This design comes from an exercise in tuning for small area on the open sky130 flow, not from production work.
The RTL of this run was laid out without a check of its function.
Power figures rest on the tool's default switching activity, not on a simulated workload.

==> flow/design.v <==
module rising_edge_detector ( 
  input clk,
  input in,
  output out
);
  reg in_q;
  always @(posedge clk) begin
    in_q <= in;
  end
  assign out = !in_q && in;
endmodule
module falling_edge_detector ( 
  input clk,
  input in,
  output out
);
  reg in_q;
  always @(posedge clk) begin
    in_q <= in;
  end
  assign out = in_q && !in;
endmodule
module rising_edge_detector_tribuf ( 
  input clk,
  input in,
  output out
);
  reg [2:0] in_q;
  always @(posedge clk) begin
    in_q <= {in_q[1:0], in};
  end
  assign out = (in_q[2:1] == 2'b01);
endmodule
module falling_edge_detector_tribuf ( 
  input clk,
  input in,
  output out
);
  reg [2:0] in_q;
  always @(posedge clk) begin
    in_q <= {in_q[1:0], in};
  end
  assign out = (in_q[2:1] == 2'b10);
endmodule
`default_nettype none
module clock_divider #(parameter divider_bits = 8)
(
  input resetn,
  input [divider_bits-1:0] divider,
  output tick,
  input clk
);
  reg [divider_bits-1:0] accum;
  assign tick = (accum == divider);
  always @(posedge clk) begin
    if (!resetn) begin
      accum <= 0;
    end else begin
      if (accum == divider) accum <= 0;
      else accum <= accum + 1'b1;
    end
  end
endmodule
module register_input
#(
  parameter width = 1
  )(
  input clk,
  input [width-1:0] in,
  output reg [width-1:0] out
);
  always @(posedge clk) out <= in;
endmodule
`default_nettype none
module quad_enc #(
    parameter encbits = 64,
    parameter enable_velocity = 1,
    parameter velocity_bits = 32
  )(
  input wire resetn,
  input wire  clk,
  input wire  a,
  input wire  b,
  output reg faultn,
  output reg signed [encbits-1:0] count,
  output reg signed [velocity_bits-1:0] velocity,
  output reg signed [velocity_bits-1:0] velocity_counter
  );
  reg [2:0] a_stable, b_stable, i_stable;   
  wire step_a = a_stable[1] ^ a_stable[2];   
  wire step_b = b_stable[1] ^ b_stable[2];   
  wire step = step_a ^ step_b;   
  wire direction = a_stable[1] ^ b_stable[2];   
  always @(posedge clk) begin
    if (!resetn) begin
      count <= 0;   
      velocity <= 0;
      velocity_counter <= 0;
      faultn <= 1'b1;  
      a_stable <= 3'b0;
      b_stable <= 3'b0;
    end
    else begin
      a_stable <= {a_stable[1:0], a};   
      b_stable <= {b_stable[1:0], b};   
      velocity_counter <= velocity_counter + 1'b1;
      if (step_a & step_b)   
        faultn <= 0;
      if (step) begin
        if (direction) begin
          count <= count + 1'b1;
          velocity <= velocity_counter;
        end
        else begin
          count <= count - 1'b1;
          velocity <= -velocity_counter;
        end
        velocity_counter <= 0;
      end
    end
  end
endmodule
`default_nettype none
module dda_fsm #(parameter buffer_bits = 2,
                 parameter buffer_size = 1,
                 parameter move_duration_bits = 32)
(
  input clk,
  input resetn,
  input dda_tick,
  input [move_duration_bits-1:0] move_duration,
  output loading_move,
  output executing_move,
  output reg move_done,
  output reg finishedmove,
  output reg [buffer_bits-1:0] moveind,
  input [buffer_size-1:0] stepready,
  output buffer_dtr
);
  (* onehot *) reg [buffer_size-1:0] stepfinished;
  wire processing_move = (stepfinished[moveind] ^ stepready[moveind]);
  assign loading_move = finishedmove & processing_move;
  assign executing_move = !finishedmove & processing_move;
  reg [move_duration_bits-1:0] tickdowncount;
  reg [1:0] dda_tick_r;
  always @(posedge clk) if (!resetn) begin
    move_done <= 0;
    finishedmove <= 1;  
    stepfinished <= 0;
    moveind <= 0;
  end else if (resetn) begin
    if (loading_move) begin
      tickdowncount <= move_duration;
      finishedmove <= 0;
    end
    dda_tick_r <= {dda_tick_r[0], dda_tick};
    if (dda_tick_r == 2'b01 && executing_move) begin
      tickdowncount <= tickdowncount - 1'b1;
    end
    if (tickdowncount == 0 && executing_move) begin
      finishedmove <= 1;
      move_done <= ~move_done;
      moveind <= moveind + 1'b1;
      stepfinished[moveind] <= ~stepfinished[moveind];  
    end
  end
  assign buffer_dtr = ~(~stepfinished == stepready);
endmodule
`default_nettype none
module dda_timer #(parameter dda_bits = 64,
  parameter phase_angle_bits = 10,
  parameter step_encoder_bits = 24
  )
(
  input resetn,
  input signed [dda_bits-1:0] increment,
  input signed [dda_bits-1:0] incrementincrement,
  input  loading_move,
  input  executing_move,
  output signed [phase_angle_bits-1:0] phase_angle,
  output signed [step_encoder_bits-1:0] step_encoder,
  output wire [dda_bits-2:0] substep_accumulator,  
  input dda_tick,
  input CLK
);
  reg signed [step_encoder_bits+dda_bits-2:0] accumulator;
  assign substep_accumulator = accumulator[dda_bits-2:0];
  assign phase_angle = accumulator[dda_bits+phase_angle_bits-2:dda_bits-1];
  assign step_encoder = accumulator[step_encoder_bits+dda_bits-2:dda_bits-1];
  reg signed [dda_bits-1:0] increment_r;
  wire dda_tick_rising;
  rising_edge_detector dda_rising (.clk(CLK), .in(dda_tick), .out(dda_tick_rising));
  always @(posedge CLK) if (!resetn) begin
    accumulator <= 0;
    increment_r <= {dda_bits{1'b0}};
  end else if (resetn) begin
    if (loading_move) begin
      increment_r <= increment;
    end
    if(dda_tick_rising && executing_move) begin
      increment_r <= increment_r + incrementincrement;
      accumulator <= accumulator + increment_r;
    end
  end
endmodule
`default_nettype none
module SPI (
    input            clk,
    input            resetn,
    input            SCK,
    input            CS,
    input            COPI,
    output           CIPO,
    input      [7:0] tx_byte,
    output reg [7:0] rx_byte,
    output           rx_byte_ready
);
  reg [1:0] COPIr;
  reg [1:0] CSr;
  reg rx_byte_ready_r;
  assign rx_byte_ready = rx_byte_ready_r;
  reg [2:0] rxbitcnt;  
  reg [2:0] txbitcnt;  
  wire SCK_risingedge;
  wire SCK_fallingedge;
  rising_edge_detector_tribuf sck_rising (.clk(clk), .in(SCK), .out(SCK_risingedge));
  falling_edge_detector_tribuf sck_falling (.clk(clk), .in(SCK), .out(SCK_fallingedge));
  wire CS_active = ~CSr[1];   
  wire COPI_data = COPIr[1];
  assign CIPO = (CS_active) ? tx_byte[txbitcnt] : 1'b0;
  always @(posedge clk) begin
    if (!resetn) begin
      COPIr <= 2'b0;
      rx_byte_ready_r <= 0;
      rx_byte <= 8'b0;
      rxbitcnt <= 3'b000;  
      txbitcnt <= 3'b111;  
    end else if (resetn) begin
      COPIr <= {COPIr[0], COPI};
      CSr <= {CSr[0], CS};
      if (CS_active) begin
        if (SCK_risingedge) begin
          rxbitcnt <= rxbitcnt + 1'b1;
          rx_byte <= {rx_byte[6:0], COPI_data};
        end else if (SCK_fallingedge) begin
          txbitcnt <= txbitcnt - 1'b1;  
          rx_byte_ready_r <= (txbitcnt == 3'b0);
        end
      end else begin  
        rxbitcnt <= 3'b000;
        txbitcnt <= 3'b111;
      end
    end
  end
endmodule
module SPIWord #(parameter bits = 64) (
    input wire        clk,
    input wire        resetn,
    input wire        SCK,
    input wire        CS,
    input wire        COPI,
    output wire       CIPO,
    input wire [bits-1:0] word_send_data,
    output wire       word_received,
    output reg [bits-1:0] word_data_received
);
  wire rx_byte_ready;   
  wire [7:0] rx_byte;
  wire [7:0] tx_byte;
  SPI spi0 (.clk(clk),
            .resetn (resetn),
            .CS(CS),
            .SCK(SCK),
            .CIPO(CIPO),
            .COPI(COPI),
            .tx_byte(tx_byte),
            .rx_byte(rx_byte),
            .rx_byte_ready(rx_byte_ready));
  reg [$clog2(bits/8)-1:0] byte_count;
  wire rx_byte_ready_rising;
  reg word_received_r;
  rising_edge_detector ready_rising (.clk(clk), .in(rx_byte_ready), .out(rx_byte_ready_rising));
  always @(posedge clk) if (!resetn) begin
    word_data_received <= {bits{1'b0}};
    byte_count <= 0;
    word_received_r <= 0;
  end else if (resetn) begin
    if (rx_byte_ready_rising) begin
      byte_count <= byte_count + 1'b1;
      word_data_received <= {rx_byte[7:0], word_data_received[bits-1:8]};
      if (&byte_count) word_received_r <= 1'b1;
      else word_received_r <= 1'b0;
    end
  end
  assign word_received = word_received_r;
  assign tx_byte[7:0] = word_send_data[byte_count*8 +: 8];
endmodule
`default_nettype none
module mytimer_10 (
    input               clk,
    input               resetn,
    input               start_enable,
    input  [WIDTH-1:0]  start_time,
    output [WIDTH-1:0]  timer,
    output         reg  done  
);
  parameter WIDTH = 10;
  reg run;
  reg [WIDTH-1:0] counter;
  assign timer = counter;
  always @(posedge clk) begin
  if (!resetn) begin
    counter <= 0;
    done <= 0;
    run <= 0;
    done <= 0;
  end
  else if( start_enable ) begin
    counter <= start_time;
    run <= 1;
  end
  else if( counter > 0 )
    counter <= counter - 1'b1;
  else if (run)
    done <= 1;
  if (done) begin
    run <= 0;
    done <= 0;
  end
end
endmodule
`default_nettype none
module mytimer_8 (
    input               clk,
    input               resetn,
    input               start_enable,
    input  [WIDTH-1:0]  start_time,
    output [WIDTH-1:0]  timer
);
  parameter WIDTH = 8;
  reg [WIDTH-1:0] counter;
  assign timer = counter;
  always @(posedge clk) begin
  if (!resetn) begin
    counter <= 0;
  end
  else if( start_enable ) begin
    counter <= start_time;
  end
  else if( counter > 0 )
    counter <= counter - 1'b1;
end
endmodule
`default_nettype none
module chargepump (
    input  clk,
    input  resetn,
    input  [7:0] period,
    output chargepump_pin
);
  reg [7:0] cp_counter;
  reg       chargepump;
  assign chargepump_pin = chargepump;
  always @(posedge clk) begin
    if (!resetn) begin
      cp_counter <= 0;
      chargepump <= 0;
    end else begin
      cp_counter <= cp_counter + 1'b1;
      if (cp_counter == period) begin
        cp_counter <= 0;
        chargepump <= ~chargepump;
      end
    end
  end
endmodule
`default_nettype none
module cosine (
    input wire clk,
    input  wire [5:0] cos_index,
    output wire [7:0] cos_value
);
  reg [7:0] cos_r;
  assign cos_value = cos_r;
  always @(posedge clk)
    case (cos_index)
      6'd0: cos_r    <= 8'd255;
      6'd1: cos_r    <= 8'd255;
      6'd2: cos_r    <= 8'd255;
      6'd3: cos_r    <= 8'd254;
      6'd4: cos_r    <= 8'd254;
      6'd5: cos_r    <= 8'd253;
      6'd6: cos_r    <= 8'd252;
      6'd7: cos_r    <= 8'd251;
      6'd8: cos_r    <= 8'd250;
      6'd9: cos_r    <= 8'd249;
      6'd10: cos_r   <= 8'd247;
      6'd11: cos_r   <= 8'd246;
      6'd12: cos_r   <= 8'd244;
      6'd13: cos_r   <= 8'd242;
      6'd14: cos_r   <= 8'd240;
      6'd15: cos_r   <= 8'd238;
      6'd16: cos_r   <= 8'd236;
      6'd17: cos_r   <= 8'd233;
      6'd18: cos_r   <= 8'd231;
      6'd19: cos_r   <= 8'd228;
      6'd20: cos_r   <= 8'd225;
      6'd21: cos_r   <= 8'd222;
      6'd22: cos_r   <= 8'd219;
      6'd23: cos_r   <= 8'd215;
      6'd24: cos_r   <= 8'd212;
      6'd25: cos_r   <= 8'd208;
      6'd26: cos_r   <= 8'd205;
      6'd27: cos_r   <= 8'd201;
      6'd28: cos_r   <= 8'd197;
      6'd29: cos_r   <= 8'd193;
      6'd30: cos_r   <= 8'd189;
      6'd31: cos_r   <= 8'd185;
      6'd32: cos_r   <= 8'd180;
      6'd33: cos_r   <= 8'd176;
      6'd34: cos_r   <= 8'd171;
      6'd35: cos_r   <= 8'd167;
      6'd36: cos_r   <= 8'd162;
      6'd37: cos_r   <= 8'd157;
      6'd38: cos_r   <= 8'd152;
      6'd39: cos_r   <= 8'd147;
      6'd40: cos_r   <= 8'd142;
      6'd41: cos_r   <= 8'd136;
      6'd42: cos_r   <= 8'd131;
      6'd43: cos_r   <= 8'd126;
      6'd44: cos_r   <= 8'd120;
      6'd45: cos_r   <= 8'd115;
      6'd46: cos_r   <= 8'd109;
      6'd47: cos_r   <= 8'd103;
      6'd48: cos_r   <= 8'd98;
      6'd49: cos_r   <= 8'd92;
      6'd50: cos_r   <= 8'd86;
      6'd51: cos_r   <= 8'd80;
      6'd52: cos_r   <= 8'd74;
      6'd53: cos_r   <= 8'd68;
      6'd54: cos_r   <= 8'd62;
      6'd55: cos_r   <= 8'd56;
      6'd56: cos_r   <= 8'd50;
      6'd57: cos_r   <= 8'd44;
      6'd58: cos_r   <= 8'd37;
      6'd59: cos_r   <= 8'd31;
      6'd60: cos_r   <= 8'd25;
      6'd61: cos_r   <= 8'd19;
      6'd62: cos_r   <= 8'd13;
      default: cos_r <= 8'd6;
    endcase
endmodule
`default_nettype none
module analog_out (
    input  wire       clk,
    input  wire       resetn,
    input  wire [7:0] pwm1,
    input  wire [7:0] pwm2,
    output wire       analog_out1,
    output wire       analog_out2,
    input wire [10:0] current_threshold
);
  reg [10:0] pwm_counter;
  always @(posedge clk) begin
    if (!resetn) begin
      pwm_counter <= 0;
    end
    else begin
      if (pwm_counter <= current_threshold)
        pwm_counter <= pwm_counter + 1'b1;
      else
        pwm_counter <= 0;
    end
  end
  assign analog_out1 = (resetn) ? pwm_counter <= {3'b0, pwm1} : 0;
  assign analog_out2 = (resetn) ? pwm_counter <= {3'b0, pwm2} : 0;
endmodule
`default_nettype none
module microstep_counter (
    input  [7:0] pos,
    output [5:0] cos_index1,
    output [5:0] cos_index2,
    output [3:0] sw
);
  assign sw[0] = pos[7:0] < 64 || pos[7:0] > 191 ? 1'b1 : 1'b0;   
  assign sw[1] = pos[7:0] < 64 || pos[7:0] > 191 ? 1'b0 : 1'b1;   
  assign sw[2] = pos[7:0] < 128 ? 1'b1 : 1'b0;   
  assign sw[3] = pos[7:0] < 128 ? 1'b0 : 1'b1;   
  assign cos_index1 = pos[6] == 1'b0 ? ~pos[5:0] : pos[5:0];
  assign cos_index2 = pos[6] == 1'b0 ? pos[5:0] : ~pos[5:0];
endmodule
`default_nettype none
module microstepper_control (
    input           clk,
    input           resetn,
    output          phase_a1_l_out,
    output          phase_a2_l_out,
    output          phase_b1_l_out,
    output          phase_b2_l_out,
    output          phase_a1_h_out,
    output          phase_a2_h_out,
    output          phase_b1_h_out,
    output          phase_b2_h_out,
    input   [9:0]   config_fastdecay_threshold,
    input           config_invert_highside,
    input           config_invert_lowside,
    input           step,
    input           dir,
    input           enable_in,
    input           analog_cmp1,
    input           analog_cmp2,
    output reg      faultn,
    input  wire     s1,
    input  wire     s2,
    input  wire     s3,
    input  wire     s4,
    output          offtimer_en0,
    output          offtimer_en1,
    output reg [7:0] phase_ct,
    input      [7:0] blank_timer0,
    input      [7:0] blank_timer1,
    input      [9:0] off_timer0,
    input      [9:0] off_timer1,
    input      [7:0] minimum_on_timer0,
    input      [7:0]   minimum_on_timer1
);
  reg [2:0] step_r;
  reg [1:0] dir_r;
  reg       enable;
  always @(posedge clk) begin
    if (!resetn)
      enable <= 0;
    else
      enable <= enable_in;
    step_r <= {step_r[1:0], step};
    dir_r <= {dir_r[0], dir};
  end
  wire step_rising = (step_r == 3'b001);
  always @(posedge clk) begin
    if (!resetn) begin
      phase_ct <= 0;
    end
    else if (step_rising)
        phase_ct <= dir_r[1] ? phase_ct + 1 : phase_ct - 1;
  end
  wire fault0 = (off_timer0 != 0) & (minimum_on_timer0 != 0);
  wire fault1 = (off_timer1 != 0) & (minimum_on_timer1 != 0);
  always @(posedge clk) begin
      if (!resetn) begin
        faultn <= 1;
      end
      else if (faultn) begin
        faultn <= enable ? !( fault0 | fault1 ) : 1'b1;
      end
    end
  wire phase_a1_h, phase_a1_l, phase_a2_h, phase_a2_l;
  wire phase_b1_h, phase_b1_l, phase_b2_h, phase_b2_l;
  assign phase_a1_l_out = config_invert_lowside ^ phase_a1_l_control;
  assign phase_a2_l_out = config_invert_lowside ^ phase_a2_l_control;
  assign phase_b1_l_out = config_invert_lowside ^ phase_b1_l_control;
  assign phase_b2_l_out = config_invert_lowside ^ phase_b2_l_control;
  assign phase_a1_h_out = config_invert_highside ^  phase_a1_h_control;
  assign phase_a2_h_out = config_invert_highside ^  phase_a2_h_control;
  assign phase_b1_h_out = config_invert_highside ^  phase_b1_h_control;
  assign phase_b2_h_out = config_invert_highside ^  phase_b2_h_control;
  wire phase_a1_l_control = phase_a1_l | !enable;
  wire phase_a2_l_control = phase_a2_l | !enable;
  wire phase_b1_l_control = phase_b1_l | !enable;
  wire phase_b2_l_control = phase_b2_l | !enable;
  wire phase_a1_h_control = phase_a1_h && faultn && enable;
  wire phase_a2_h_control = phase_a2_h && faultn && enable;
  wire phase_b1_h_control = phase_b1_h && faultn && enable;
  wire phase_b2_h_control = phase_b2_h && faultn && enable;
  wire fastDecay0 = off_timer0 >= config_fastdecay_threshold;
  wire fastDecay1 = off_timer1 >= config_fastdecay_threshold;
  wire slowDecay0 = (off_timer0 != 0) & (fastDecay0 == 0);
  wire slowDecay1 = (off_timer1 != 0) & (fastDecay1 == 0);
  assign phase_a1_h = !slowDecay0 && ( fastDecay0 ? !s1 : s1 );
  assign phase_a2_h = !slowDecay0 && ( fastDecay0 ? !s2 : s2 );
  assign phase_b1_h = !slowDecay1 && ( fastDecay1 ? !s3 : s3 );
  assign phase_b2_h = !slowDecay1 && ( fastDecay1 ? !s4 : s4 );
  assign phase_a1_l = slowDecay0 | ( fastDecay0 ? s1 : !s1 );
  assign phase_a2_l = slowDecay0 | ( fastDecay0 ? s2 : !s2 );
  assign phase_b1_l = slowDecay1 | ( fastDecay1 ? s3 : !s3 );
  assign phase_b2_l = slowDecay1 | ( fastDecay1 ? s4 : !s4 );
  assign offtimer_en0 = analog_cmp1 & (blank_timer0 == 0) & (off_timer0 == 0);
  assign offtimer_en1 = analog_cmp2 & (blank_timer1 == 0) & (off_timer1 == 0);
endmodule
`default_nettype none
module microstepper_top (
    input   wire       clk,
    input   wire       resetn,
    output  wire       phase_a1_l,
    output  wire       phase_a2_l,
    output  wire       phase_b1_l,
    output  wire       phase_b2_l,
    output  wire       phase_a1_h,
    output  wire     phase_a2_h,
    output  wire     phase_b1_h,
    output  wire     phase_b2_h,
    input   wire     analog_cmp1,
    output  wire     analog_out1,
    input   wire     analog_cmp2,
    output  wire     analog_out2,
    output  wire     chargepump_pin,
    input   wire    [9:0]  config_offtime,
    input   wire    [7:0]  config_blanktime,
    input   wire    [9:0]  config_fastdecay_threshold,
    input   wire    [7:0]  config_minimum_on_time,
    input   wire    [10:0] config_current_threshold,
    input   wire    [7:0]  config_chargepump_period,
    input   wire     config_invert_highside,
    input   wire     config_invert_lowside,
    input   wire     step,
    input   wire     dir,
    input   wire     enable_in,
    output  wire     faultn
);
  wire [5:0] cos_index1;
  wire [5:0] cos_index2;
  wire [7:0] pwm1;
  wire [7:0] pwm2;
  wire s1, s2, s3, s4;
  wire offtimer_en0, offtimer_en1;
  wire a_starting, b_starting;
  wire   [7:0]   phase_ct;
  wire   [7:0]   blank_timer0;
  wire   [7:0]   blank_timer1;
  wire   [9:0]   off_timer0;
  wire   [9:0]   off_timer1;
  wire   [7:0]   minimum_on_timer0;
  wire   [7:0]   minimum_on_timer1;
  microstepper_control microstepper_control0(
    .clk(clk),
    .resetn(resetn),
    .phase_a1_l_out(phase_a1_l),
    .phase_a2_l_out(phase_a2_l),
    .phase_b1_l_out(phase_b1_l),
    .phase_b2_l_out(phase_b2_l),
    .phase_a1_h_out(phase_a1_h),
    .phase_a2_h_out(phase_a2_h),
    .phase_b1_h_out(phase_b1_h),
    .phase_b2_h_out(phase_b2_h),
    .config_fastdecay_threshold(config_fastdecay_threshold),
    .config_invert_highside(config_invert_highside),
    .config_invert_lowside(config_invert_lowside),
    .step(step),
    .dir(dir),
    .enable_in(enable_in),
    .analog_cmp1(analog_cmp1),
    .analog_cmp2(analog_cmp2),
    .faultn(faultn),
    .s1(s1),
    .s2(s2),
    .s3(s3),
    .s4(s4),
    .offtimer_en0(offtimer_en0),
    .offtimer_en1(offtimer_en1),
    .phase_ct(phase_ct),
    .blank_timer0(blank_timer0),
    .blank_timer1(blank_timer1),
    .off_timer0(off_timer0),
    .off_timer1(off_timer1),
    .minimum_on_timer0(minimum_on_timer0),
    .minimum_on_timer1(minimum_on_timer1)
);
wire        off_timer0_done;
wire        off_timer1_done;
  mytimer_10 #(
      .WIDTH(10)
  ) offtimer0 (
      .clk         (clk),
      .resetn      (resetn),
      .start_enable(offtimer_en0),
      .start_time  (config_offtime),
      .timer       (off_timer0),
      .done         (off_timer0_done)
  );
  mytimer_10 offtimer1 (
      .clk         (clk),
      .resetn      (resetn),
      .start_enable(offtimer_en1),
      .start_time  (config_offtime),
      .timer       (off_timer1),
      .done         (off_timer1_done)
  );
  mytimer_8 blanktimer0 (
      .clk         (clk),
      .resetn      (resetn),
      .start_enable(off_timer0_done),
      .start_time  (config_blanktime),
      .timer       (blank_timer0)
  );
  mytimer_8 blanktimer1 (
      .clk         (clk),
      .resetn      (resetn),
      .start_enable(off_timer1_done),
      .start_time  (config_blanktime),
      .timer       (blank_timer1)
  );
  mytimer_8 minimumontimer0 (
      .clk         (clk),
      .resetn      (resetn),
      .start_enable(off_timer0_done),
      .start_time  (config_minimum_on_time),
      .timer       (minimum_on_timer0)
  );
  mytimer_8 minimumontimer1 (
      .clk         (clk),
      .resetn      (resetn),
      .start_enable(off_timer1_done),
      .start_time  (config_minimum_on_time),
      .timer       (minimum_on_timer1)
  );
  chargepump chargepump0 (
      .clk           (clk),
      .resetn        (resetn),
      .period        (config_chargepump_period),
      .chargepump_pin(chargepump_pin)
  );
  microstep_counter microstep_counter0 (
      .pos       (phase_ct),
      .cos_index1(cos_index1),
      .cos_index2(cos_index2),
      .sw        ({s1, s2, s3, s4})
  );
  cosine cosine0 (
      .clk (clk),
      .cos_index(cos_index1),
      .cos_value(pwm1)
  );
  cosine cosine1 (
      .clk (clk),
      .cos_index(cos_index2),
      .cos_value(pwm2)
  );
  analog_out analog_out0 (
      .clk        (clk),
      .resetn     (enable_in),
      .pwm1       (pwm1),
      .pwm2       (pwm2),
      .analog_out1(analog_out1),
      .analog_out2(analog_out2),
      .current_threshold (config_current_threshold)
  );
endmodule
`default_nettype none
module spi_state_machine #(
    parameter num_motors = 1,
    parameter num_encoders = 0,
    parameter word_bits = 64,
    parameter dda_bits = 64,
    parameter use_dda = 1,
    parameter move_duration_bits = 32,
    parameter encoder_bits = 32,
    parameter encoder_velocity_bits = 32,
    parameter default_microsteps = 1,
    parameter default_current = 140,
    parameter BUFFER_SIZE = 2,
    parameter default_clock_divisor = 32,
    parameter current_bits = 4,
    parameter reserved_motor_channels = 32,  
    parameter reserved_encoder_channels = 64  
  )(
  input resetn,
  input wire [word_bits-1:0] word_data_received,
  output reg [word_bits-1:0] word_send_data,
  input wire word_received,
    output wire CHARGEPUMP,
    input  wire [1-1:0] analog_cmp1,
    output wire [1-1:0] analog_out1,
    input  wire [1-1:0] analog_cmp2,
    output wire [1-1:0] analog_out2,
    output wire [1-1:0] PHASE_A1,   
    output wire [1-1:0] PHASE_A2,   
    output wire [1-1:0] PHASE_B1,   
    output wire [1-1:0] PHASE_B2,   
    output wire [1-1:0] PHASE_A1_H,   
    output wire [1-1:0] PHASE_A2_H,   
    output wire [1-1:0] PHASE_B1_H,   
    output wire [1-1:0] PHASE_B2_H,   
    input wire [num_encoders-1:0] ENC_B,
    input wire [num_encoders-1:0] ENC_A,
  output wire buffer_dtr,
  output wire move_done,
  input  wire halt,
    input wire [num_motors-1:0] STEPINPUT,
    input wire [num_motors-1:0] DIRINPUT,
    input wire [num_motors-1:0] ENINPUT,
    output wire [num_motors-1:0] STEPOUTPUT,
    output wire [num_motors-1:0] DIROUTPUT,
    output wire [num_motors-1:0] ENOUTPUT,
  input CLK,
  input pwm_clock
);
  if(encoder_bits > word_bits) $error("parameter: encoder_bits is greater than word_bits");
  if(move_duration_bits > word_bits) $error("parameter: move_duration_bits is greater than word_bits");
  if(word_bits < 32) $error("parameter: word_bits must be at least 32 bits");
  if(BUFFER_SIZE%2 != 0) $error("parameter: BUFFER_SIZE must be a power of two");
  localparam CMD_COORDINATED_STEP    = 8'h01;
  localparam CMD_STATUS_REG          = 8'hf1;
  localparam CMD_CONFIG_REG          = 8'hf2;
  localparam MOVE_BUFFER_SIZE = BUFFER_SIZE - 1;  
  localparam MOVE_BUFFER_BITS = $clog2(BUFFER_SIZE) - 1;  
  integer j;
  genvar g;
  localparam status_version = 0;
  localparam status_channel_info = 1;
  localparam status_encoder_fault = 2;
  localparam status_stepper_fault = 3;
  localparam status_encoder_position_start = 4;
  localparam status_encoder_position_end = status_encoder_position_start + reserved_encoder_channels - 1;
  localparam status_encoder_velocity_start = status_encoder_position_end + 1;
  localparam status_encoder_velocity_end = status_encoder_velocity_start + reserved_encoder_channels - 1;
  localparam status_phase_angle_start = status_encoder_velocity_end + 1;
  localparam status_phase_angle_end = status_phase_angle_start + reserved_motor_channels - 1;
  localparam status_reg_end = status_phase_angle_end;
  wire [word_bits-1:0] status_reg_ro    [status_reg_end:0];
  wire [num_motors-1:0] stepper_faultn;
  wire [num_encoders-1:0] encoder_faultn;
  wire signed [encoder_bits-1:0] encoder_count [num_encoders-1:0];
  wire signed [encoder_velocity_bits-1:0] encoder_velocity [num_encoders-1:0];
  wire signed [encoder_velocity_bits-1:0] encoder_velocity_counter [num_encoders-1:0];
  wire [9:0] phase_angle [0:num_motors-1];
  localparam [7:0] info_motors = num_motors;
  localparam [7:0] info_encoders = num_encoders;
  localparam [7:0] info_encoder_bits = encoder_bits;
  localparam [7:0] info_velocity_bits = encoder_velocity_bits;
  for(g=0; g<=status_reg_end; g=g+1) begin : status_map
    if (g == status_version) begin
      assign status_reg_ro[g] = {32'b0, 8'd1, 8'd0, 8'd3, 8'd0};  
    end else if (g == status_channel_info) begin
      assign status_reg_ro[g] = {32'b0, info_velocity_bits, info_encoder_bits, info_encoders, info_motors};  
    end else if (g == status_encoder_fault) begin
      assign status_reg_ro[g] = {{(word_bits-num_encoders){1'b0}}, encoder_faultn};
    end else if (g == status_stepper_fault) begin
      assign status_reg_ro[g] = {{(word_bits-num_motors){1'b0}}, stepper_faultn};
    end else if (g >= status_encoder_position_start && g < status_encoder_position_start + num_encoders) begin
      assign status_reg_ro[g] = {{(word_bits-encoder_bits){encoder_count[g-status_encoder_position_start][encoder_bits-1]}},
                                 encoder_count[g-status_encoder_position_start]};
    end else if (g >= status_encoder_velocity_start && g < status_encoder_velocity_start + num_encoders) begin
      assign status_reg_ro[g] = {{(word_bits-encoder_velocity_bits){encoder_velocity[g-status_encoder_velocity_start][encoder_velocity_bits-1]}},
                                 encoder_velocity[g-status_encoder_velocity_start]};
    end else if (g >= status_phase_angle_start && g < status_phase_angle_start + num_motors) begin
      assign status_reg_ro[g] = {{(word_bits-10){1'b0}}, phase_angle[g-status_phase_angle_start]};
    end else begin
      assign status_reg_ro[g] = {word_bits{1'b0}};
    end
  end
  localparam config_enable = 0;
  localparam config_brake = 1;
  localparam config_clocks = 2;
  localparam config_reg_end = config_clocks;
  (* mem2reg *) reg  [word_bits-1:0] config_reg_rw    [config_reg_end:0];
  wire [num_motors-1:0] enable_r = config_reg_rw[config_enable][num_motors-1:0]; 
  wire [num_motors-1:0] brake_r = config_reg_rw[config_brake][num_motors-1:0]; 
  wire [7:0] clock_divisor = config_reg_rw[config_clocks][7:0];
  reg [7:0] microsteps [0:num_motors-1];
  reg [current_bits-1:0] current [0:num_motors-1];
  reg [9:0] config_offtime [0:num_motors-1];
  reg [7:0] config_blanktime [0:num_motors-1];
  reg [9:0] config_fastdecay_threshold [0:num_motors-1];
  reg [7:0] config_minimum_on_time [0:num_motors-1];
  reg [10:0] config_current_threshold [0:num_motors-1];
  reg config_invert_highside [0:num_motors-1];
  reg config_invert_lowside [0:num_motors-1];
  reg [7:0] config_chargepump_period;  
  localparam telemetry_reg_end = num_encoders*2 - 1;
  (* mem2reg *) reg  [word_bits-1:0] telemetry_reg_ro [telemetry_reg_end:0];
  always @(posedge CLK) begin
    if (capture_telemetry) begin
      for (j=0; j < num_encoders; j=j+1) begin
        telemetry_reg_ro[j*2]   <= encoder_count[j]; 
        telemetry_reg_ro[j*2+1] <= encoder_velocity[j];
      end
    end
  end
  localparam command_reg_end = (2 + num_motors * 2);
  (* mem2reg *) reg  [word_bits-1:0] command_reg_rw   [BUFFER_SIZE:0][command_reg_end:0];
  reg [num_motors:1] dir_r [MOVE_BUFFER_SIZE:0];
  wire signed [dda_bits-1:0] increment_w [num_motors-1:0];
  wire signed [dda_bits-1:0] incrementincrement_w [num_motors-1:0];
  genvar i;
  for (i=0; i<num_motors; i=i+1) begin
    assign increment_w[i] = command_reg_rw[moveind][2+i*2];
    assign incrementincrement_w[i] = command_reg_rw[moveind][2+i*2];
  end
  wire [move_duration_bits-1:0] move_duration_w = command_reg_rw[moveind][1][move_duration_bits-1:0];
  wire capture_telemetry;
  reg [MOVE_BUFFER_BITS:0] writemoveind;
  wire [MOVE_BUFFER_BITS:0] moveind;  
  (* onehot *)reg [MOVE_BUFFER_SIZE:0] stepready;
  wire dda_tick;
  wire [num_motors-1:0] dda_step = {num_motors{1'b0}};  
    wire [num_motors-1:0] step_input_r, dir_input_r, en_input_r;
    register_input #(.width(num_motors)) stepin_m (.clk(CLK),.in(STEPINPUT), .out(step_input_r));
    register_input #(.width(num_motors)) dirin_m  (.clk(CLK),.in(DIRINPUT), .out(dir_input_r));
    register_input #(.width(num_motors)) enin_m   (.clk(CLK),.in(ENINPUT), .out(en_input_r));
    wire [num_motors-1:0] dir = dir_r[moveind] ^ dir_input_r;
    wire [num_motors-1:0] step = dda_step ^ step_input_r;
    wire [num_motors-1:0] enable = enable_r | en_input_r;
    assign STEPOUTPUT = step;
    assign DIROUTPUT = dir;
    assign ENOUTPUT = enable;
  wire signed [encoder_bits-1:0] step_encoder [num_motors-1:0];  
    generate
      for (i=0; i<num_motors; i=i+1) begin
        microstepper_top microstepper0(
          .clk(CLK),
          .resetn( resetn),
          .phase_a1_l(PHASE_A1[i]),
          .phase_a2_l(PHASE_A2[i]),
          .phase_b1_l(PHASE_B1[i]),
          .phase_b2_l(PHASE_B2[i]),
          .phase_a1_h(PHASE_A1_H[i]),
          .phase_a2_h(PHASE_A2_H[i]),
          .phase_b1_h(PHASE_B1_H[i]),
          .phase_b2_h(PHASE_B2_H[i]),
          .analog_cmp1 (analog_cmp1[i]),
          .analog_out1 (analog_out1[i]),
          .analog_cmp2 (analog_cmp2[i]),
          .analog_out2 (analog_out2[i]),
          .chargepump_pin (CHARGEPUMP),
          .config_offtime (config_offtime[i]),
          .config_blanktime (config_blanktime[i]),
          .config_fastdecay_threshold (config_fastdecay_threshold[i]),
          .config_minimum_on_time (config_minimum_on_time[i]),
          .config_current_threshold (config_current_threshold[i]),
          .config_chargepump_period (config_chargepump_period),
          .config_invert_highside (config_invert_highside[i]),
          .config_invert_lowside (config_invert_lowside[i]),
          .step (step[i]),
          .dir (dir[i]),
          .enable_in(enable[i]),
          .faultn(stepper_faultn[i])
          );
      end
    endgenerate
    for (i=0; i<num_encoders; i=i+1) begin
      quad_enc #(.encbits(encoder_bits),
                 .velocity_bits(encoder_velocity_bits)) encoder0
      (
        .resetn(resetn),
        .clk(CLK),
        .a(ENC_A[i]),
        .b(ENC_B[i]),
        .faultn(encoder_faultn[i]),
        .count(encoder_count[i]),
        .velocity(encoder_velocity[i]),
        .velocity_counter(encoder_velocity_counter[i])
        );
    end
  wire loading_move;
  wire executing_move;
  clock_divider #(.divider_bits(8)) cd0
  (
    .resetn(resetn),
    .divider(clock_divisor),
    .tick(dda_tick),
    .clk(CLK)
  );
  if (use_dda) begin
    dda_fsm #(.buffer_bits(MOVE_BUFFER_BITS+1),
              .buffer_size(BUFFER_SIZE),
              .move_duration_bits(move_duration_bits)) ddam0 (
      .clk(CLK),
      .resetn(resetn),
      .dda_tick(dda_tick),
      .loading_move(loading_move),
      .move_duration(move_duration_w),
      .executing_move(executing_move),
      .finishedmove(capture_telemetry),
      .move_done(move_done),
      .stepready(stepready),
      .buffer_dtr(buffer_dtr),
      .moveind(moveind)
    );
    for (i=0; i<num_motors; i=i+1) begin
      dda_timer #(.phase_angle_bits(10),
                  .step_encoder_bits(encoder_bits))
        ddan (
                    .resetn(resetn),
                    .dda_tick(dda_tick),
                    .increment(increment_w[i]),
                    .incrementincrement(incrementincrement_w[i]),
                    .loading_move(loading_move),
                    .executing_move(executing_move),
                    .step_encoder(step_encoder[i]),
                    .phase_angle(phase_angle[i]),
                    .CLK(CLK)
                    );
    end
  end  
  reg [$clog2(command_reg_end)-1:0] message_word_count;
  reg [7:0] message_header;
  wire awaiting_more_words = message_header != 0;
  wire word_received_rising;
  rising_edge_detector word_recieved_edge_rising (.clk(CLK), .in(word_received), .out(word_received_rising));
  reg [$clog2(num_motors):0] nmot;
  reg [7:0] dma_addr;
  always @(posedge CLK) if (!resetn) begin
    word_send_data <= 0;
    writemoveind <= 0;   
    stepready <= 0;   
    message_word_count <= 0;
    message_header <= 0;
    config_reg_rw[config_enable] <= 0;
    config_reg_rw[config_brake]  <= 0;
    config_reg_rw[config_clocks] <= default_clock_divisor;
    for (nmot=0; nmot<num_motors; nmot=nmot+1) begin
      microsteps[nmot] <= default_microsteps;
      current[nmot] <= default_current;
      config_offtime[nmot] <= 810;
      config_blanktime[nmot] <= 27;
      config_fastdecay_threshold[nmot] <= 706;
      config_minimum_on_time[nmot] <= 54;
      config_current_threshold[nmot] <= 1024;
      config_invert_highside[nmot] <= 0;
      config_invert_lowside[nmot] <= 0;
    end
    config_chargepump_period <= 8'd20;
    for (j=0; j<=MOVE_BUFFER_SIZE; j=j+1) dir_r[j] <= 0;
  end else if (resetn) begin
    if (word_received_rising) begin
      word_send_data <= 64'b0;
      if (!awaiting_more_words) begin
        message_header <= word_data_received[word_bits-1:word_bits-8];  
        message_word_count <= 1;
        case (word_data_received[word_bits-1:word_bits-8])
          CMD_COORDINATED_STEP: begin
            dir_r[writemoveind] <= word_data_received[num_motors-1:0];
          end
          CMD_STATUS_REG: begin
            dma_addr <= word_data_received[7:0];
            word_send_data <= (word_data_received[32:0] <= status_reg_end) ? status_reg_ro[word_data_received[32:0]] : {word_bits{1'b0}};
          end
          CMD_CONFIG_REG: begin
            dma_addr <= word_data_received[7:0];
            word_send_data <= (word_data_received[32:0] <= config_reg_end) ? config_reg_rw[word_data_received[32:0]] : {word_bits{1'b0}};
          end
          default: word_send_data <= 64'b0;
        endcase
      end else begin
        message_word_count <= message_word_count + 1'b1;
        case (message_header)
          CMD_COORDINATED_STEP: begin
            word_send_data <= (message_word_count != 0 && message_word_count-1 <= telemetry_reg_end) ?
                              telemetry_reg_ro[message_word_count-1] : {word_bits{1'b0}};  
            command_reg_rw[writemoveind][message_word_count] <= word_data_received;
            if (message_word_count == num_motors*2 + 1) begin
              message_header <= 8'b0;  
              message_word_count <= 0;
              writemoveind <= writemoveind + 1'b1;
              stepready[writemoveind] <= ~stepready[writemoveind];
            end
          end  
          CMD_CONFIG_REG: begin
            if (dma_addr <= config_reg_end) config_reg_rw[dma_addr] <= word_data_received[31:0];
            message_header <= 8'b0;
          end
          default: message_header <= 8'b0;  
        endcase
      end
    end
  end
endmodule
`default_nettype none
module rapcore #(
  parameter num_motors = 1,
  parameter move_duration_bits = 32
  )(
      input  wire SCK,
      input  wire CS,
      input  wire COPI,
      output wire CIPO,
      output wire CHARGEPUMP,
      input  wire [1-1:0] analog_cmp1,
      output wire [1-1:0] analog_out1,
      input  wire [1-1:0] analog_cmp2,
      output wire [1-1:0] analog_out2,
      output wire [1-1:0] PHASE_A1,   
      output wire [1-1:0] PHASE_A2,   
      output wire [1-1:0] PHASE_B1,   
      output wire [1-1:0] PHASE_B2,   
      output wire [1-1:0] PHASE_A1_H,   
      output wire [1-1:0] PHASE_A2_H,   
      output wire [1-1:0] PHASE_B1_H,   
      output wire [1-1:0] PHASE_B2_H,   
      input wire [1-1:0] ENC_B,
      input wire [1-1:0] ENC_A,
      output wire BUFFER_DTR,
      output wire MOVE_DONE,
      input wire HALT,
      input wire [num_motors-1:0] STEPINPUT,
      input wire [num_motors-1:0] DIRINPUT,
      input wire [num_motors-1:0] ENINPUT,
      output wire [num_motors-1:0] STEPOUTPUT,
      output wire [num_motors-1:0] ENOUTPUT,
      output wire [num_motors-1:0] DIROUTPUT,
      input resetn_in,
    input CLK
);
    localparam num_encoders = 1;
    wire buffered_clk = CLK;
    wire pwm_clock = buffered_clk;
    wire spi_clock = buffered_clk;
  wire resetn;
  assign resetn = &resetn_counter;
    reg [7:0] resetn_counter;
    always @(posedge buffered_clk)
    if(!resetn_in)
      resetn_counter <= 0;
    else
      resetn_counter <= resetn_counter + !resetn;
  wire reset = resetn;
  wire [63:0] word_send_data;
  wire [63:0] word_data_received;
  wire word_received;
  SPIWord word_proc (
                .clk(spi_clock),
                .resetn (resetn),
                .SCK(SCK),
                .CS(CS),
                .COPI(COPI),
                .CIPO(CIPO),
                .word_send_data(word_send_data),
                .word_received(word_received),
                .word_data_received(word_data_received));
  spi_state_machine #(.num_motors(num_motors),
                      .move_duration_bits(move_duration_bits),
                      .default_microsteps(8'd1),
                      .default_current(8'd150),
                      .num_encoders(num_encoders),
                      .BUFFER_SIZE(2),
                      .default_clock_divisor(40),
                      .encoder_bits(32),
                      .use_dda(1)) spifsm
  (
    .CHARGEPUMP (CHARGEPUMP ),
    .analog_cmp1(analog_cmp1),
    .analog_out1(analog_out1),
    .analog_cmp2(analog_cmp2),
    .analog_out2(analog_out2),
    .PHASE_A1(PHASE_A1),  
    .PHASE_A2(PHASE_A2),  
    .PHASE_B1(PHASE_B1),  
    .PHASE_B2(PHASE_B2),  
    .PHASE_A1_H(PHASE_A1_H),  
    .PHASE_A2_H(PHASE_A2_H),  
    .PHASE_B1_H(PHASE_B1_H),  
    .PHASE_B2_H(PHASE_B2_H),  
    .ENC_B(ENC_B),
    .ENC_A(ENC_A),
      .STEPINPUT(STEPINPUT),
      .DIRINPUT(DIRINPUT),
      .ENINPUT(ENINPUT),
      .STEPOUTPUT(STEPOUTPUT),
      .DIROUTPUT(DIROUTPUT),
      .ENOUTPUT(ENOUTPUT),
    .CLK(CLK),
    .pwm_clock(pwm_clock),
    .resetn(resetn),
    .word_data_received(word_data_received),
    .word_send_data(word_send_data),
    .word_received(word_received),
    .buffer_dtr(BUFFER_DTR),
    .move_done(MOVE_DONE),
    .halt(HALT)
  );
endmodule
==> flow/run.sh <==
#!/bin/bash
# synth_recipe.tcl (not shown) runs the flow's synth.tcl, then flattens the netlist and writes it again
# the make line also repeats each setting of config.mk as NAME=value (left out here)
make -C /OpenROAD-flow-scripts/flow DESIGN_CONFIG=/design/flow/config.mk WORK_HOME=/design/flow/orfs CLKGATE_MAP_FILE= SYNTH_SCRIPT=/design/flow/synth_recipe.tcl finish
==> flow/config.mk <==
export PLATFORM = sky130hd
export DESIGN_NAME = rapcore
export DESIGN_NICKNAME = rapcore
export VERILOG_FILES = /design/flow/design.v
export SDC_FILE = /design/flow/constraint.sdc
export NUM_CORES = 4
export LEC_CHECK = 0
export CAP_MARGIN = 20
export CORE_MARGIN = 2
export CORE_UTILIZATION = 40
export SLEW_MARGIN = 20
==> flow/constraint.sdc <==
create_clock -name core_clock -period 10.0 [get_ports {CLK}]
set_input_delay 2.0000 -clock core_clock [delete_from_list [all_inputs] [get_ports {CLK}]]
set_output_delay 2.0000 -clock core_clock [all_outputs]
set_load 0.01 [all_outputs]
==> run summary <==
-- cell type report --
cell class	count	area (um^2)	share of cell area
flip-flops and latches	904	21100	0.398
well taps	1600	2000	0.0378
inverters	132	495	0.00934
clock buffers	136	2860	0.0539
repair buffers	89	738	0.0139
multi-input cells	4019	25300	0.476
clock inverters	55	576	0.0109
-- how the worst max path moves through the flow --
stage	startpoint	end	slack (ns)
2_1_floorplan	resetn_counter[3]	spifsm.command_reg_rw[7][0]	3.14
3_3_place_gp	spifsm.genblk9.ddam0.moveind	spifsm.genblk9.genblk1[0].ddan.increment_r[63]	4.04
3_5_place_dp	spifsm.genblk9.ddam0.moveind	spifsm.genblk9.genblk1[0].ddan.increment_r[63]	4.00
4_1_cts	spifsm.genblk9.ddam0.moveind	spifsm.genblk9.genblk1[0].ddan.increment_r[63]	3.93
5_1_grt	spifsm.genblk9.ddam0.moveind	spifsm.genblk9.genblk1[0].ddan.increment_r[63]	3.61
6_report	spifsm.genblk9.ddam0.moveind	spifsm.genblk9.genblk1[0].ddan.increment_r[63]	3.88
-- cell families after synthesis --
logic type / count (synthesis) / share of synthesized area
simple gates: 1801 / 0.169
flops: 904 / 0.441
xor+xnor: 328 / 0.0600
fa+ha+maj: 246 / 0.0650
mux: 205 / 0.0475
compound gates: 1439 / 0.184
buf+inv: 439 / 0.0345
-- report_power, final --
part / internal, mW / total, mW / leakage, nW / switching [mW]
Combinational: 0.0148 / 0.0281 / 9.56 / 0.0134
Sequential: 3.77 / 3.78 / 8.40 / 0.00392
Clock: 2.23 / 3.80 / 1.68 / 1.57
-- sequential cells by signal, summed over array words and instances (netlist names), 10 cells and up, named ones only --
signal                                                cells
spifsm.command_reg_rw                                   192
spifsm.config_reg_rw                                     96
spifsm.genblk9.genblk1.ddan.accumulator                  73
spifsm.genblk9.genblk1.ddan.increment_r                  64
spifsm.telemetry_reg_ro                                  64
word_proc.word_data_received                             64
spifsm.word_send_data                                    33
spifsm.genblk8.encoder0.count                            32
spifsm.genblk8.encoder0.velocity                         32
spifsm.genblk8.encoder0.velocity_counter                 32
spifsm.genblk9.ddam0.tickdowncount                       32
spifsm.genblk7.microstepper0.analog_out0.pwm_counter     11
spifsm.genblk7.microstepper0.offtimer0.counter           10
spifsm.genblk7.microstepper0.offtimer1.counter           10
-- worst max-delay path: cells and delay by family, from the launching register on --
kind                     cells  cell delay [ns]
AND/OR/NAND/NOR              5             1.86
AO/OA/AOI/OAI                5             1.50
flip-flops                   1             1.05
buffers and inverters        1             0.63
multiplexers                 1             0.44
adder cells (fa/ha/maj)      1             0.42
-- stage by stage --
stage | std cells | util | instance area [um^2]
finish | 6935 | 0.448 | 53000
global route | 6935 | 0.448 | 53000
CTS | 6935 | 0.448 | 53000
detailed placement | 6744 | 0.419 | 49600
global placement | 6744 | 0.419 | 49600
floorplan | 5362 | - | 47900
-- routing by layer --
| layer | vias to the layer above | part of all wire |
|---|---|---|
| met1 | 18200 | 0.46 |
| met4 | 4 | 0.026 |
| met3 | 184 | 0.057 |
| li1 | 19000 | - |
| met2 | 974 | 0.46 |
| met5 | - | 0.00060 |
-- placed cells by master, fill, tap and decap left out, drive strengths merged, types with 25 or more instances in the layout --
master / instances
a211oi: 79
a21o: 101
a21oi: 598
a22oi: 73
a31oi: 44
and2: 38
and3: 39
buf: 61
clkbuf: 136
clkdlybuf4s50: 28
clkinv: 33
dfxtp: 604
edfxtp: 300
ha: 241
inv: 138
mux2: 70
mux2i: 124
nand2: 769
nand2b: 42
nand3: 97
nand4: 52
nor2: 490
nor2b: 39
nor3: 80
nor4: 31
o211ai: 25
o21a: 32
o21ai: 253
o21bai: 32
o22ai: 34
or3: 45
xnor2: 171
xor2: 157
==> impl_metrics.yaml <==
sta:
  setup_tns_ns: 0
  final-setup-viol-count: 0
  tightestPinTransition_ns: 1.20
  maxClockFrequency_mhz: 164
  slew-limit-headroom: 0.196
  rsz0062_at_grt: "no"
  timing_max_transition_violations_final: 0
  fin_crit_ns: 6.12
  final_critical_path_setup_slack_ns: 3.88
  final-hold-violation-count: 0
  worst_clock_skew_ns: 0.0380
  final.period_utilization: 0.612
  hold_ws_ns: 0.329
floorplanning:
  boundaryPins: 30
  dieArea_um2: 123000
  rows: 126
  core_region_area_um2: 118000
  initial_utilization: 0.405
  die_w_um: 350
  fp.dieH_um: 350
logic_synthesis:
  synth.cells.most_frequent: "sky130_fd_sc_hd__nand2_1, sky130_fd_sc_hd__dfxtp_1, sky130_fd_sc_hd__a21oi_1"
  synthArstFlopShare: 0
  synth_cell_types: 84
  yosysWarningCount: 37
  synth.most_common_cell: "sky130_fd_sc_hd__nand2_1"
  ys_seq_elements: 904
  synth_top_area_share: 0.252
  synthDominantAreaCellType: "sky130_fd_sc_hd__dfxtp_1"
  syn-num-nets: 5621
  ys_dominant_reg_cell: "sky130_fd_sc_hd__dfxtp_1"
  average_cell_area_after_synthesis_um2: 8.93
  post_synth_main_area_contributors: "sky130_fd_sc_hd__dfxtp_1, sky130_fd_sc_hd__edfxtp_1, sky130_fd_sc_hd__ha_1"
  synth_edf_count: 300
  netlist_area_um2: 47900
  syn-instance-count: 5362
  synth-seq-area-share: 0.441
finish:
  antennaDiodeCount: 0
  layout-drive-gt1-share: 0.0680
  areaGrowthSynthToFinish_pct: 10.7
  fill_cells: 11400
  nets: 5506
power_and_ir_drop:
  power_mw: 7.60
  vdd_drop_max_v: 0.000134
  power.density_cell_area_nw_per_um2: 143
  power.static_leakage_nw: 19.6
routing:
  initialDrtViolationCount: 2673
  firstDrtPassIters: 6
  routedWlPerCell_um: 18.4
  routed_via_density: 5.53
  drc: 0
  drt.antenna.violating_nets: 0
  route.final.wire_length_mm: 127
  vias: 38400
critical_path:
  cp_slowest_stage_delay_ns: 1.05
  r2r_end: "spifsm.genblk9.genblk1[0].ddan.increment_r[63]"
  cp.arrival_ns: 6.68
  worst-endpoint-required_ns: 10.56
  crit_path_end_kind: "register"
  worst_path_most_repeated_cell: "sky130_fd_sc_hd__or4_1"
  crit_type: "register to register"
  r2r-start: "spifsm.genblk9.ddam0.moveind"
  sequence_of_cells_on_the_critical_path: "buf_4 > mux2_2 > ha_1 > nand4_1 > or2_0 > or4_1 > or4_1 > o211ai_1 > a21boi_1 > o32ai_2 > nor3_1 > o311a_1 > a311o_1"
  rr_worst_depth: 13
  worst_setup_sp_type: "register"
  path_max_fanout: 70
  critical_path.slowest_cell: "sky130_fd_sc_hd__dfxtp_4"
  ff2ff_setup_slack_ns: 3.88
clock_network:
  numClockSinks: 904
  number_of_cells_upsized_or_downsized_after_cts: 0
  number_of_buffers_between_clock_root_and_the_deepest_sink: 3
  cts-buffers-inserted: 101
  htreeDepth: 3
  cts.root.buffer_cell: "sky130_fd_sc_hd__clkbuf_16"
  cts_post_setup_buffers_inserted: 0
  clk_latency_ns: 0.71
  tritoncts: "built"
  cts.reportedPaths.clkPinSlew_ns: 0.06
  cts_hold_buffers: 0
global_routing:
  grtUsageMet2: 0.329
  global_route.overflow_total: 0
  grt_util_all_layers: 0.204
  maximum_number_of_pins_on_one_net_before_global_route_repair: 90
  use_met3: 0.0316
  vias_in_the_first_global_route: 35900
  met1_usage: 0.280
  grt_busiest_layer: "met2"
  grt_first_pass_wirelength_mm: 201
  initial_antenna_violation_count: 1
run:
  maxcap_viol_count: 0
placement:
  io_buffers: 28
  dp_hpwl_mm: 86.1
  detailedPlace.worstSlack_ns: 4.00
  routability_congestion_estimate: 0.897
worst_hold_path:
  hold-path-cell-count: 0
  timing.hold.worst_endpoint: "word_proc.spi0.sck_falling.in_q[1]"
  origin_of_the_worst_min_delay_path: "word_proc.spi0.sck_falling.in_q[0]"
  worstHoldPathType: "register to register"
outcome:
  status: "finished clean"

-- static timing again, ports no longer ideal --
The flow's constraints put no driver on any port. The routed layout listed below was extracted and timed again, unchanged, in two steps.
Step 1 (the two cells are an assumption about what drives the block):
set clk [get_ports {CLK}]
set_driving_cell -lib_cell sky130_fd_sc_hd__clkbuf_16 $clk
set_driving_cell -lib_cell sky130_fd_sc_hd__buf_2 [delete_from_list [all_inputs] $clk]
Step 2 adds t to the input delays and takes it off the output delays; t is the mean of the earliest and latest rising clock arrival at the registers after step 1. Input paths then give back, and output paths get back, about the clock's delay inside the block.
Slacks: no drivers / after step 1 / after step 2; pairs: no drivers / after step 1.
t (ns): 0.758
setup WS [ns]: 3.884 / 3.884 / 3.884
hold WS [ns]: 0.329 / 0.329 / 0.329
clock arrival spread, ns: 0.043 / 0.043
slew at the worst register clock pin (ns): 0.07 / 0.07
After both steps this run still meets setup and hold. For this run, drivers alone change the setup slack by 0.000 ns; drivers and shift together by 0.000 ns.
